Context: an optimization exercise on an open-source flow, tuned for small area. The choices shown serve that exercise and are no tape-out recipe. At most, simulation tests tie the RTL to the original design; equivalence was not proved. The flow treats the clock pin as an ideal source. Dropping or thinning the clock tree relies on that and would not hold on a real chip. Power is estimated from default activity; no workload was simulated.

== run E ==
==> module uart, before the edit <==
module uart (clk,reset_n,rx,cts_n,tx,rts_n,tx_data,data_bit_num,stop_bit_num,parity_en,parity_type,start_tx,rx_data,tx_done,rx_done,parity_error);
input   clk ;
input   reset_n ;
input   rx ;
input   cts_n ;
output   tx ;
output   rts_n ;
input  [7:0] tx_data ;
input  [1:0] data_bit_num ;
input   stop_bit_num ;
input   parity_en ;
input   parity_type ;
input   start_tx ;
output  [7:0] rx_data ;
output   tx_done ;
output   rx_done ;
output   parity_error ;
wire [3:0] sfirst = {1'b1, ~(parity_en & stop_bit_num), parity_en & stop_bit_num, ~(parity_en ^ stop_bit_num)};
reg  [8:0] tq;
wire       ttick = (tq[7:0] == 8'b0110_1000);
always @(posedge clk or negedge reset_n)
  if (!reset_n) tq <= 9'b0_0110_1000;
  else          tq <= {tq[7:0], tq[8] ^ tq[4] ^ ttick};
reg  [4:0] rq;
wire       rtick = (rq[3:0] == 4'b0010);
always @(posedge clk or negedge reset_n)
  if (!reset_n) rq <= 5'b0_0010;
  else          rq <= {rq[3:0], rq[4] ^ rq[2] ^ rtick};
reg  [3:0] p;
reg        tpar;
wire       tidle = p[3] & p[2] & p[1] & ~p[0];           
wire       tlast = !p[3] && p[2] && (p[1:0] == data_bit_num);
wire       tbit  = tx_data[p[2:0]];
always @(posedge clk or negedge reset_n)
  if (!reset_n) p <= 4'd14;
  else if (ttick) begin
    if (tlast) p <= sfirst;
    else if (!tidle || (start_tx && !cts_n)) p <= p + 4'd1;
  end
always @(posedge clk)
  if (p[3] & p[2] & p[1]) tpar <= ~parity_type;
  else if (ttick && !p[3]) tpar <= tpar ^ tbit;
assign tx = !p[3] ? tbit : (p[2] & p[1]) ? ~p[0] : (~parity_en | tpar);
assign tx_done = tidle;
reg  [3:0] s;
reg  [3:0] b;
reg  [7:0] d;
reg        rpar;
wire       ridle = &b;
wire       done  = (s == 4'd6) && (b == 4'd14);
wire       cnt   = rtick && (!rx || s != 4'd7 || !ridle);
wire       mid   = cnt && (&s);
wire       store = mid && !b[3];
wire       rlast = !b[3] && b[2] && (b[1:0] == data_bit_num);
always @(posedge clk or negedge reset_n)
  if (!reset_n) b <= 4'hf;
  else if (done) b <= 4'hf;
  else if (mid) b <= rlast ? sfirst : b + 4'd1;
always @(posedge clk)
  if (!reset_n || done) s <= 4'd7;
  else if (cnt) s <= s + 4'd1;
wire [2:0] ssum  = {1'b0, s[1:0]} + {1'b0, data_bit_num};
wire       extra = rtick && (b == 4'd14) && (s[3:2] == 2'b00) && (ssum <= 3'd2);
always @(posedge clk)
  if (store || extra) d <= {rx & !b[3], d[7:1]};
always @(posedge clk)
  if (ridle) rpar <= ~parity_type;
  else if (store) rpar <= rpar ^ rx;
assign rx_data      = d;
assign rx_done      = done;
assign rts_n        = done;
assign parity_error = parity_en & rpar;
endmodule
==> flow/config.mk <==
export PLATFORM = sky130hd
export DESIGN_NAME = uart
export DESIGN_NICKNAME = uart
export VERILOG_FILES = /design/flow/design.v
export SDC_FILE = /design/flow/constraint.sdc
export NUM_CORES = 4
export LEC_CHECK = 0
export CAP_MARGIN = 0
export CORE_AREA = 2 2 62 62
export DIE_AREA = 0 0 64 64
export GPL_TIMING_DRIVEN = 0
export PLACE_DENSITY = 0.85
export SLEW_MARGIN = 0
==> flow/constraint.sdc <==
create_clock -name core_clock -period 10.0 [get_ports {clk}]
set_input_delay 2.0000 -clock core_clock [delete_from_list [all_inputs] [get_ports {clk}]]
set_output_delay 2.0000 -clock core_clock [all_outputs]
set_load 0.01 [all_outputs]
standard.sh (not shown) runs the stock make flow with config.mk's settings and CLKGATE_MAP_FILE= SYNTH_SCRIPT=/design/flow/synth_recipe.tcl, a recipe that flattens the netlist after the stock synthesis.
==> flow/flow/run.sh <==
#!/bin/bash
# Own layout flow:
#  1. the standard synthesis (bash standard.sh synth), unchanged;
#  2. an area-oriented re-mapping of its combinational logic with Yosys/ABC
#     (flow/remap.tcl; ABC's deepsyn with 16 seeds, the smallest result
#     that flow/equiv.tcl proves equivalent is kept); the registers are left
#     exactly as synthesized;
#  3. the standard ORFS floorplan and placement of that netlist, with the
#     smallest buffer (buf_1) on each port;
#  5. the standard ORFS routing and finishing.
# Each tool's output goes to a log file of its own in this folder.
set -euo pipefail
R=orfs/results/sky130hd/uart/base
PORTBUF="BUFFER_PORTS_ARGS=-buffer_cell sky130_fd_sc_hd__buf_1"
bash standard.sh synth > 1_standard_synth.log 2>&1
cp $R/1_2_yosys.v 1_2_yosys_standard.v

best=1_2_yosys_standard.v
besta=999999
for round in "1 2 3 4" "5 6 7 8" "9 10 11 12" "13 14 15 16"; do
  for s in $round; do
    printf 'strash\n&get -n\n&deepsyn -T 30 -S %s\n&put\ndch -f\namap\n' $s > 2_remap_$s.abc
    ( REMAP_SCRIPT=2_remap_$s.abc REMAP_TAG=2_remap_$s yosys -c flow/remap.tcl > 2_remap_$s.log 2>&1 || true ) &
  done
  wait
done
for s in $(seq 1 16); do
  [ -f 2_remap_$s.v ] || continue
  a=$(awk '/Chip area for module/ {print $NF}' 2_remap_${s}_after.txt)
  if REMAP_TAG=2_remap_$s yosys -c flow/equiv.tcl > 2_equiv_$s.log 2>&1; then ok=1; else ok=0; fi
  echo "seed $s area $a equivalent $ok" >> 2_remap_choice.log
  if [ $ok = 1 ] && awk -v a="$a" -v b="$besta" 'BEGIN {exit !(a < b)}'; then best=2_remap_$s.v; besta=$a; fi
done
echo "chosen $best" >> 2_remap_choice.log
cp $best $R/1_2_yosys.v

bash standard.sh "$PORTBUF" place > 3_place.log 2>&1
export CLK_IN=$R/3_place.odb CLK_SDC=$R/3_place.sdc
chosen=""
for cfg in "1 sky130_fd_sc_hd__clkbuf_8" "2 sky130_fd_sc_hd__clkbuf_4" "3 sky130_fd_sc_hd__clkbuf_4" "1 sky130_fd_sc_hd__clkbuf_16" "2 sky130_fd_sc_hd__clkbuf_8" "4 sky130_fd_sc_hd__clkbuf_4" "3 sky130_fd_sc_hd__clkbuf_8" "4 sky130_fd_sc_hd__clkbuf_8"; do
  set -- $cfg
  tag=$1_${2#sky130_fd_sc_hd__}
  export CLK_NBUF=$1 CLK_CELL=$2 CLK_OUT=4_clock_$tag.odb
  openroad -no_init -exit flow/clock.tcl > 4_clock_$tag.log 2>&1
  openroad -no_init -exit flow/clock_slew.tcl > 4_clock_slew_$tag.log 2>&1
  slew=$(awk '/^CLOCK_SLEW/ {print $2}' 4_clock_slew_$tag.log)
  echo "$tag $slew" >> 4_clock_choice.log
  if awk -v s="$slew" 'BEGIN {exit !(s < 0.115)}'; then chosen=$CLK_OUT; break; fi
done
[ -n "$chosen" ] || chosen=$CLK_OUT
echo "chosen $chosen" >> 4_clock_choice.log
cp $chosen $R/4_1_cts.odb
cp $chosen $R/4_cts.odb
cp $R/3_place.sdc $R/4_cts.sdc
bash standard.sh "$PORTBUF" finish > 5_finish.log 2>&1
Other scripts of this flow, unchanged in this note and not shown: flow/flow/clock.tcl, flow/flow/clock_slew.tcl, flow/flow/equiv.tcl, flow/flow/remap.tcl
The following lists how run B was set up differently from run E:
--- a/flow/design.v
+++ b/flow/design.v
@@ -26,16 +26,17 @@
 always @(posedge clk or negedge reset_n)
   if (!reset_n) rq <= 5'b0_0010;
   else          rq <= {rq[3:0], rq[4] ^ rq[2] ^ rtick};
-reg  [3:0] p;
+reg  [3:0] pq;                                         
+wire [3:0] p = pq ^ 4'd14;
 reg        tpar;
 wire       tidle = p[3] & p[2] & p[1] & ~p[0];           
 wire       tlast = !p[3] && p[2] && (p[1:0] == data_bit_num);
 wire       tbit  = tx_data[p[2:0]];
 always @(posedge clk or negedge reset_n)
-  if (!reset_n) p <= 4'd14;
+  if (!reset_n) pq <= 4'd0;
   else if (ttick) begin
-    if (tlast) p <= sfirst;
-    else if (!tidle || (start_tx && !cts_n)) p <= p + 4'd1;
+    if (tlast) pq <= sfirst ^ 4'd14;
+    else if (!tidle || (start_tx && !cts_n)) pq <= (p + 4'd1) ^ 4'd14;
   end
 always @(posedge clk)
   if (p[3] & p[2] & p[1]) tpar <= ~parity_type;
@@ -43,7 +44,8 @@
 assign tx = !p[3] ? tbit : (p[2] & p[1]) ? ~p[0] : (~parity_en | tpar);
 assign tx_done = tidle;
 reg  [3:0] s;
-reg  [3:0] b;
+reg  [3:0] bq;                                         
+wire [3:0] b = ~bq;
 reg  [7:0] d;
 reg        rpar;
 wire       ridle = &b;
@@ -53,9 +55,9 @@
 wire       store = mid && !b[3];
 wire       rlast = !b[3] && b[2] && (b[1:0] == data_bit_num);
 always @(posedge clk or negedge reset_n)
-  if (!reset_n) b <= 4'hf;
-  else if (done) b <= 4'hf;
-  else if (mid) b <= rlast ? sfirst : b + 4'd1;
+  if (!reset_n) bq <= 4'h0;
+  else if (done) bq <= 4'h0;
+  else if (mid) bq <= ~(rlast ? sfirst : b + 4'd1);
 always @(posedge clk)
   if (!reset_n || done) s <= 4'd7;
   else if (cnt) s <= s + 4'd1;
[summary]
Run E reached the end of the flow, and the finished layout is clean on the timing, DRC and antenna checks. Run B completed every stage of the flow, and the final layout passed the timing, DRC and antenna checks. Delta (run B minus run E): number of buffers and inverters on the critical path comparable, least setup slack across all paths after layout now smaller, highest achievable clock rate now smaller, power attributed to combinational cells now smaller. Run E → run B: final clock period utilization by the worst path climbed 0.78 points; met1 routed wirelength after detailed routing now sits lower; sequential cell area shrank by 8.8 um2. Static leakage power on run B is down relative to run E. Number of logic inverters in the finished layout was higher in run B than in run E. Total die area came out exactly the same in run E and run B. As far as cell area is concerned, run B and run E perform about the same. On post-place instance area, run E and run B are neck and neck. The initial core utilization was comparable across run E and run B. Run B: transition time at the pin with the least slew margin is 130 ps lower than what run E reported.
No run of this note takes its clock network from TritonCTS; it comes from the design's own scripts or RTL.


trial 35:
Another version of the RTL of uart (not shown whole).
Size in the first run: ~31 I/O pins, ~1500 µm² of cells after synthesis.
==> module uart, before the edit <==
module uart (clk,reset_n,rx,cts_n,tx,rts_n,tx_data,data_bit_num,stop_bit_num,parity_en,parity_type,start_tx,rx_data,tx_done,rx_done,parity_error);
input   clk ;
input   reset_n ;
input   rx ;
input   cts_n ;
output   tx ;
output   rts_n ;
input  [7:0] tx_data ;
input  [1:0] data_bit_num ;
input   stop_bit_num ;
input   parity_en ;
input   parity_type ;
input   start_tx ;
output  [7:0] rx_data ;
output   tx_done ;
output   rx_done ;
output   parity_error ;
wire [3:0] sfirst = {1'b1, ~(parity_en & stop_bit_num), parity_en & stop_bit_num, ~(parity_en ^ stop_bit_num)};
reg  [8:0] tq;
wire       ttick = (tq[7:0] == 8'b0110_1000);
always @(posedge clk or negedge reset_n)
  if (!reset_n) tq <= 9'b0_0110_1000;
  else          tq <= {tq[7:0], tq[8] ^ tq[4] ^ ttick};
reg  [4:0] rq;
wire       rtick = (rq[3:0] == 4'b0010);
always @(posedge clk or negedge reset_n)
  if (!reset_n) rq <= 5'b0_0010;
  else          rq <= {rq[3:0], rq[4] ^ rq[2] ^ rtick};
reg  [3:0] pq;                                         
wire [3:0] p = pq ^ 4'd14;
reg        tpar;
wire       tidle = p[3] & p[2] & p[1] & ~p[0];           
wire       tlast = !p[3] && p[2] && (p[1:0] == data_bit_num);
wire       tbit  = tx_data[p[2:0]];
always @(posedge clk or negedge reset_n)
  if (!reset_n) pq <= 4'd0;
  else if (ttick) begin
    if (tlast) pq <= sfirst ^ 4'd14;
    else if (!tidle || (start_tx && !cts_n)) pq <= (p + 4'd1) ^ 4'd14;
  end
always @(posedge clk)
  if (p[3] & p[2] & p[1]) tpar <= ~parity_type;
  else if (ttick && !p[3]) tpar <= tpar ^ tbit;
assign tx = !p[3] ? tbit : (p[2] & p[1]) ? ~p[0] : (~parity_en | tpar);
assign tx_done = tidle;
reg  [3:0] s;
reg  [3:0] bq;                                         
wire [3:0] b = ~bq;
reg  [7:0] d;
reg        rpar;
wire       ridle = &b;
wire       done  = s[2] && s[1] && (b == 4'd14);                     
wire       cnt   = rtick && (!rx || s[3] || !ridle);                 
wire       mid   = cnt && (&s);
wire       store = mid && !b[3];
wire       rlast = !b[3] && b[2] && (b[1:0] == data_bit_num);
always @(posedge clk or negedge reset_n)
  if (!reset_n) bq <= 4'h0;
  else if (done) bq <= 4'h0;
  else if (mid) bq <= ~(rlast ? sfirst : b + 4'd1);
always @(posedge clk)
  if (!reset_n || done) s <= 4'd7;
  else if (cnt) s <= s + 4'd1;
wire [2:0] ssum  = {1'b0, s[1:0]} + {1'b0, data_bit_num};
wire       extra = rtick && (b == 4'd14) && !s[2] && (ssum <= 3'd2);    
always @(posedge clk)
  if (store || extra) d <= {rx & !b[3], d[7:1]};
always @(posedge clk)
  if (ridle) rpar <= ~parity_type;
  else if (store) rpar <= rpar ^ rx;
assign rx_data      = d;
assign rx_done      = done;
assign rts_n        = done;
assign parity_error = parity_en & rpar;
endmodule
export LEC_CHECK = 0
export CAP_MARGIN = 0
export CORE_AREA = 2 2 62 62
export DIE_AREA = 0 0 64 64
export GPL_TIMING_DRIVEN = 0
export PLACE_DENSITY = 0.85
export SLEW_MARGIN = 0
create_clock -name core_clock -period 10.0 [get_ports {clk}]
==> flow/flow/run.sh <==
#!/bin/bash
# Own layout flow:
#  1. the standard synthesis (bash standard.sh synth), unchanged;
#  2. an area-oriented re-mapping of its combinational logic with Yosys/ABC
#     (flow/remap.tcl; ABC's deepsyn with 16 seeds, the smallest result
#     that flow/equiv.tcl proves equivalent is kept); the registers are left
#     exactly as synthesized;
#  3. the standard ORFS floorplan and placement of that netlist, with the
#     smallest buffer (buf_1) on each port but reset_n's, which gets a
#     buf_2 after global placement (flow/reset_buf.tcl);
#  5. the standard ORFS routing and finishing.
# Each tool's output goes to a log file of its own in this folder.
set -euo pipefail
R=orfs/results/sky130hd/uart/base
PORTBUF="BUFFER_PORTS_ARGS=-buffer_cell sky130_fd_sc_hd__buf_1"
bash standard.sh synth > 1_standard_synth.log 2>&1
cp $R/1_2_yosys.v 1_2_yosys_standard.v

best=1_2_yosys_standard.v
besta=999999
for round in "1 2 3 4" "5 6 7 8" "9 10 11 12" "13 14 15 16"; do
  for s in $round; do
    printf 'strash\n&get -n\n&deepsyn -T 30 -S %s\n&put\ndch -f\namap\n' $s > 2_remap_$s.abc
    ( REMAP_SCRIPT=2_remap_$s.abc REMAP_TAG=2_remap_$s yosys -c flow/remap.tcl > 2_remap_$s.log 2>&1 || true ) &
  done
  wait
done
for s in $(seq 1 16); do
  [ -f 2_remap_$s.v ] || continue
  a=$(awk '/Chip area for module/ {print $NF}' 2_remap_${s}_after.txt)
  if REMAP_TAG=2_remap_$s yosys -c flow/equiv.tcl > 2_equiv_$s.log 2>&1; then ok=1; else ok=0; fi
  echo "seed $s area $a equivalent $ok" >> 2_remap_choice.log
  if [ $ok = 1 ] && awk -v a="$a" -v b="$besta" 'BEGIN {exit !(a < b)}'; then best=2_remap_$s.v; besta=$a; fi
done
echo "chosen $best" >> 2_remap_choice.log
cp $best $R/1_2_yosys.v

RA=$PWD/$R
bash standard.sh "$PORTBUF" $RA/3_3_place_gp.odb > 3_place_gp.log 2>&1
RB_ODB=$RA/3_3_place_gp.odb openroad -no_init -exit flow/reset_buf.tcl > 3_reset_buf.log 2>&1
bash standard.sh "$PORTBUF" place > 3_place.log 2>&1
export CLK_IN=$R/3_place.odb CLK_SDC=$R/3_place.sdc
chosen=""
for cfg in "1 sky130_fd_sc_hd__clkbuf_8" "2 sky130_fd_sc_hd__clkbuf_4" "3 sky130_fd_sc_hd__clkbuf_4" "1 sky130_fd_sc_hd__clkbuf_16" "2 sky130_fd_sc_hd__clkbuf_8" "4 sky130_fd_sc_hd__clkbuf_4" "3 sky130_fd_sc_hd__clkbuf_8" "4 sky130_fd_sc_hd__clkbuf_8"; do
  set -- $cfg
  tag=$1_${2#sky130_fd_sc_hd__}
  export CLK_NBUF=$1 CLK_CELL=$2 CLK_OUT=4_clock_$tag.odb
  openroad -no_init -exit flow/clock.tcl > 4_clock_$tag.log 2>&1
  openroad -no_init -exit flow/clock_slew.tcl > 4_clock_slew_$tag.log 2>&1
  slew=$(awk '/^CLOCK_SLEW/ {print $2}' 4_clock_slew_$tag.log)
  echo "$tag $slew" >> 4_clock_choice.log
  if awk -v s="$slew" 'BEGIN {exit !(s < 0.115)}'; then chosen=$CLK_OUT; break; fi
done
[ -n "$chosen" ] || chosen=$CLK_OUT
echo "chosen $chosen" >> 4_clock_choice.log
cp $chosen $R/4_1_cts.odb
cp $chosen $R/4_cts.odb
cp $R/3_place.sdc $R/4_cts.sdc
bash standard.sh "$PORTBUF" finish > 5_finish.log 2>&1
Other scripts of this flow, unchanged in this note and not shown: flow/flow/clock.tcl, flow/flow/clock_slew.tcl, flow/flow/equiv.tcl, flow/flow/remap.tcl, flow/flow/reset_buf.tcl
Trial 35 finished end to end and its layout was clean on timing, DRC and antenna.
The following lists how trial 23 was set up differently from trial 35:
--- a/flow/design.v
+++ b/flow/design.v
@@ -49,8 +49,8 @@
 reg  [7:0] d;
 reg        rpar;
 wire       ridle = &b;
-wire       done  = s[2] && s[1] && (b == 4'd14);                     
-wire       cnt   = rtick && (!rx || s[3] || !ridle);                 
+wire       done  = (s == 4'd6) && (b == 4'd14);
+wire       cnt   = rtick && (!rx || s != 4'd7 || !ridle);
 wire       mid   = cnt && (&s);
 wire       store = mid && !b[3];
 wire       rlast = !b[3] && b[2] && (b[1:0] == data_bit_num);
@@ -62,7 +62,7 @@
   if (!reset_n || done) s <= 4'd7;
   else if (cnt) s <= s + 4'd1;
 wire [2:0] ssum  = {1'b0, s[1:0]} + {1'b0, data_bit_num};
-wire       extra = rtick && (b == 4'd14) && !s[2] && (ssum <= 3'd2);    
+wire       extra = rtick && (b == 4'd14) && (s[3:2] == 2'b00) && (ssum <= 3'd2);
 always @(posedge clk)
   if (store || extra) d <= {rx & !b[3], d[7:1]};
 always @(posedge clk)
--- outcome ---
Of trial 35 and trial 23, the run reporting the lower sequential share of layout area was trial 35.
Trial 23 vs trial 35 on final cell count: trial 23 is the lower one.
Measured against each other, trial 35 and trial 23 differ in part of the total power dissipated in the clock network, the higher figure coming from trial 23.
Compared with trial 35, in trial 23 ratio of final minimum period to clock period went down; worst slack at placement moved up; final setup slack of the worst path moved up.
Relative to trial 35, number of nets in the final layout has decreased by 0.99% in trial 23.
Actual slew at the worst max-slew pin: trial 23 vs trial 35 up 170 ps
Final routed wirelength across all metal layers delta (trial 23 − trial 35): favourable
Trial 23 vs. trial 35: internal power summed over all cells went down by 1.2%.
Trial 23 — multi-input combinational cell area 9.3% lower, trial 35 as reference
Against trial 35, trial 23 reports a arrival time at the worst endpoint that is lower.
Number of nets in the synthesized netlist, trial 23 vs trial 35: down slightly
Compared with trial 35, trial 23 shows clock power higher by about 0.9%.
For trial 35, only the layout was checked, not whether the RTL still works. No run of this note takes its clock network from TritonCTS; it comes from the design's own scripts or RTL.

==> what the ideal ports hide <==
In the flow no input, the clock included, has a driving cell. The finished layouts below were timed again as built, in two steps.
Step 1 sets driving cells, clkbuf_16 on the clock port and buf_2 on the other inputs (assumed; they add their load-dependent delay and slew).
Step 2 times the ports against the registers' clock, not the clock port: input delays grow and output delays shrink by t, the midpoint of the rising clock arrivals with the driver on.
Slacks: no drivers / after step 1 / after step 2; pairs: no drivers / after step 1.
run	t (ns)	slack for setup (ns)	worst setup path after step 2
run E	0.193	5.052 / 5.029 / 5.029	input to output
run B	0.192	4.974 / 4.949 / 4.949	input to output
trial 35	0.193	4.942 / 4.922 / 4.922	input to output
trial 23	0.192	4.974 / 4.949 / 4.949	input to output
After both steps setup and hold are still met in every run listed.
